Source: an optimization exercise on an open RTL-to-GDS flow (aim: small area, a short achievable clock period and few clock cycles). Production flows keep margins and buffers that such runs may drop. Only simulation tests tie the RTL to the original design; equivalence was not proved. No activity file was given, so power comes from the tool's default toggle rates.

## Q
==> flow/design.v (excerpt) <==
module Cpu(
  input  logic        clock,
  input  logic        resetn,
  input  logic [31:0] rdata,
  output logic [31:0] wdata,
  output logic        read, write,
  output logic [31:0] address,
  output logic        halted
);
==> flow/config.mk <==
export PLATFORM = sky130hd
export DESIGN_NAME = Cpu
export DESIGN_NICKNAME = Cpu
export VERILOG_FILES = /design/flow/design.v
export SDC_FILE = /design/flow/constraint.sdc
export NUM_CORES = 4
export LEC_CHECK = 0
export CAP_MARGIN = 20
export CORE_MARGIN = 2
export CORE_UTILIZATION = 50
export SLEW_MARGIN = 20
==> flow/constraint.sdc <==
create_clock -name core_clock -period 14.0 [get_ports {clock}]
set_input_delay 2.8000 -clock core_clock [delete_from_list [all_inputs] [get_ports {clock}]]
set_output_delay 2.8000 -clock core_clock [all_outputs]
set_load 0.01 [all_outputs]
standard.sh (not shown) runs the stock make flow with config.mk's settings and CLKGATE_MAP_FILE= SYNTH_SCRIPT=/design/flow/synth_recipe.tcl, a recipe that flattens the netlist after the stock synthesis.
==> flow/flow/run.sh <==
#!/bin/bash
set -uo pipefail
MARGIN=${MARGIN:-9.5}
bash standard.sh SETUP_SLACK_MARGIN=$MARGIN finish > flow_make.log 2>&1
Testbench counts of Q, summed over its fixed seeds: cycles 77,732.
Input changes introduced in P (baseline for comparison: Q):
diff --git a/flow/design.v b/flow/design.v
--- a/flow/design.v
+++ b/flow/design.v
@@ -124,23 +124,22 @@
   logic [31:0] pc;        
   logic [31:0] ir;
   logic [31:0] wd_q;      
   logic [4:0]  ld_rd;     
   logic        ld_byte, ld_word, ld_uns;
   logic        st_half;
   logic [31:1][31:0] rf;
   logic [31:0] op1_q, op2_q;      
   logic        s1_wb, s1_r2, s1_op;           
   logic        s2_wb, s2_r2, s2_op;           
   logic        b_wb, b_r2, b_op, b_imm;       
-  logic        r_add, r_sh, r_slt, r_sltu, r_xor, r_or, r_and, r_tgt, r_link;
   logic [31:0] res2_q;
   logic [31:0] wb_q;              
   logic [4:0]  wb_rd;
   logic        wb_en;
   logic        d_use_rs2, d_sub;    
   logic [4:0]  imm_lo;              
   logic [6:0] opc;
   logic [2:0] f3;
   logic [6:0] f7;
   assign opc = ir[6:0];
   assign f3  = ir[14:12];
@@ -188,22 +187,34 @@
   logic        sh_left;
   logic [31:0] sh_in, sh_rev, sh_out, sh_res;
   logic [32:0] sh_ext;
   assign sh_left = ~f3[2];
   always_comb
     for (int k = 0; k < 32; k++) sh_rev[k] = rs1v[31 - k];
   assign sh_in  = sh_left ? sh_rev : rs1v;
   assign sh_ext = $signed({ir[30] & rs1v[31] & ~sh_left, sh_in}) >>> opb[4:0];
   assign sh_out = sh_ext[31:0];
   always_comb
     for (int k = 0; k < 32; k++) sh_res[k] = sh_left ? sh_out[31 - k] : sh_out[k];
+  logic [31:0] alu_res;
+  always_comb
+    case (f3)
+      3'd0:    alu_res = sum[31:0];
+      3'd1:    alu_res = sh_res;
+      3'd2:    alu_res = {31'd0, lt};
+      3'd3:    alu_res = {31'd0, ltu};
+      3'd4:    alu_res = rs1v ^ opb;
+      3'd5:    alu_res = sh_res;
+      3'd6:    alu_res = rs1v | opb;
+      default: alu_res = rs1v & opb;
+    endcase
   logic bltu, blt, cond;
   assign bltu = rs1v < rs2v;
   assign blt  = (rs1v[31] ^ rs2v[31]) ? rs1v[31] : bltu;
   assign cond = (f3[2] ? (f3[1] ? bltu : blt) : eq) ^ f3[0];
   logic [31:0] tgt_imm, tgt_base, tgt;
   always_comb begin
     if (s_m | s_w)
       tgt_imm = 32'd4;
     else if (ir[2] & ir[4])    
       tgt_imm = {ir[31:12], 12'd0};
     else if (ir[3])            
@@ -212,31 +223,30 @@
       tgt_imm = {{20{ir[31]}}, ir[7], ir[30:25], ir[11:8], 1'b0};
   end
   assign tgt_base = (is_lui & ~(s_m | s_w)) ? 32'd0 : pc;
   assign tgt = tgt_base + tgt_imm;
   logic [31:0] inc;
   assign inc = addr_q + 32'd4;
   logic mem_op;      
   logic is_sw;
   assign mem_op    = is_ld | is_st;
   assign is_sw     = is_st & f3[1];
   logic [31:0] res_e;
-  assign res_e = ({32{r_add}}  & sum[31:0]) |
-                 ({32{r_sh}}   & sh_res) |
-                 ({32{r_slt}}  & {31'd0, lt}) |
-                 ({32{r_sltu}} & {31'd0, ltu}) |
-                 ({32{r_xor}}  & (rs1v ^ opb)) |
-                 ({32{r_or}}   & (rs1v | opb)) |
-                 ({32{r_and}}  & (rs1v & opb)) |
-                 ({32{r_tgt}}  & tgt) |             
-                 ({32{r_link}} & addr_q);           
+  always_comb begin
+    if (ir[2] & ir[4])                      
+      res_e = tgt;
+    else if (ir[2])                         
+      res_e = addr_q;
+    else
+      res_e = alu_res;
+  end
   logic [31:0] ld_ext;
   logic        ld_sign;
   assign ld_sign = ~ld_uns & (ld_byte ? rdata[7] : rdata[15]);
   assign ld_ext = {ld_word ? rdata[31:16] : {16{ld_sign}},
                    ld_byte ? {8{ld_sign}} : rdata[15:8],
                    rdata[7:0]};
   logic        rf_we;
   logic [4:0]  rf_wa;
   logic [31:0] rf_wd;
   assign rf_we = s_m | (s_e & (is_op | is_opi | is_lui | is_auipc | is_jal | is_jalr));
   assign rf_wa = s_m ? ld_rd : ir[11:7];
@@ -257,31 +267,22 @@
   assign fwx2 = wb_en & (rdata[24:20] == wb_rd);
   assign use_rs2_d = rdata[5] & ~rdata[2] & (rdata[4] | rdata[6]);
   assign fwd_e1 = s_e & rf_we & (ir[11:7] != 5'd0) & (rdata[19:15] == ir[11:7]);
   assign fwd_e2 = s_e & rf_we & (ir[11:7] != 5'd0) & (rdata[24:20] == ir[11:7]);
   assign fwd_m1 = (ld_rd != 5'd0) & (ir[19:15] == ld_rd);
   assign fwd_m2 = (ld_rd != 5'd0) & (ir[24:20] == ld_rd);
   always_ff @(posedge clock) begin
     if (s_f | s_e) begin
       op1_q <= rd1;
       op2_q <= rd2;
       d_use_rs2 <= use_rs2_d;
-      r_add  <= rdata[4] & ~rdata[2] & rdata[14:12] == 3'd0;
-      r_sh   <= rdata[4] & ~rdata[2] & rdata[13:12] == 2'd1;
-      r_slt  <= rdata[4] & ~rdata[2] & rdata[14:12] == 3'd2;
-      r_sltu <= rdata[4] & ~rdata[2] & rdata[14:12] == 3'd3;
-      r_xor  <= rdata[4] & ~rdata[2] & rdata[14:12] == 3'd4;
-      r_or   <= rdata[4] & ~rdata[2] & rdata[14:12] == 3'd6;
-      r_and  <= rdata[4] & ~rdata[2] & rdata[14:12] == 3'd7;
-      r_tgt  <= rdata[4] & rdata[2];
-      r_link <= ~rdata[4] & rdata[2];
       imm_lo    <= (~rdata[6] & rdata[5] & ~rdata[4]) ? rdata[11:7] : rdata[24:20];
       res2_q    <= wb_q;
       d_sub     <= (rdata[4] & rdata[14:13] == 2'b01) |
                    (rdata[4] & rdata[5] & rdata[14:12] == 3'd0 & rdata[30]);
     end
     if (s_f | s_e) begin
       s1_wb <= fwd_e1;
       s1_r2 <= ~fwd_e1 & fwx1;
       s1_op <= ~fwd_e1 & ~fwx1;
       s2_wb <= fwd_e2;
       s2_r2 <= ~fwd_e2 & fwx2;
==> run notes <==
P packs its core tighter than Q.
From Q to P the numbers moved as follows: fraction of synthesized area in multiplexers higher; number of nets in the synthesized netlist higher; wire length of the first global-routing pass higher; sequential power lower; proportion of power drawn by combinational gates roughly the same.
The final reports for P and Q show number of buffers inserted by post-CTS setup repair higher in the former.
NOTE: total routing resource utilization after global routing in P exceeds that of Q
Q has higher least setup slack across all paths after layout than P.
In the flow results for P and Q, the post-layout total power is larger on Q.
In the flow results for P and Q, the flip-flop and latch count is larger on Q.
Run comparison: P path type of the worst setup path register to register; Q path type of the worst setup path input port to register
P against Q: fmax fell about 1.2%, critical path required time rose 120 ps.
Testbench counts of P, summed over its fixed seeds: cycles 77,732.

afterwards: timing with drivers on the ports:
No port has a modelled driver above. Below, the same layouts with a new extraction and two added sets of constraints. Step 1, drivers: a clkbuf_16 drives clock and a buf_2 each remaining input, both assumed. Step 2 moves the port delays by t, midway between the first and last clock arrival at a register: inputs arrive t later, outputs are due t later. That takes back most of the time a late clock gives input paths. Slacks: ideal ports / drivers / drivers and shift; pairs: ideal ports / drivers.
run | t (ns) | setup slack, ns | latest minus earliest clock arrival (ns) | worst data-port slew with drivers (ns)
Q | 0.881 | 9.390 / 9.433 / 8.563 | 0.029 / 0.029 | 0.05
P | 0.883 | 9.334 / 9.334 / 8.630 | 0.047 / 0.047 | 0.04
After both steps every run listed still meets setup and hold. For Q, which loses most, drivers alone change the setup slack by +0.043 ns; drivers and shift together by -0.827 ns.
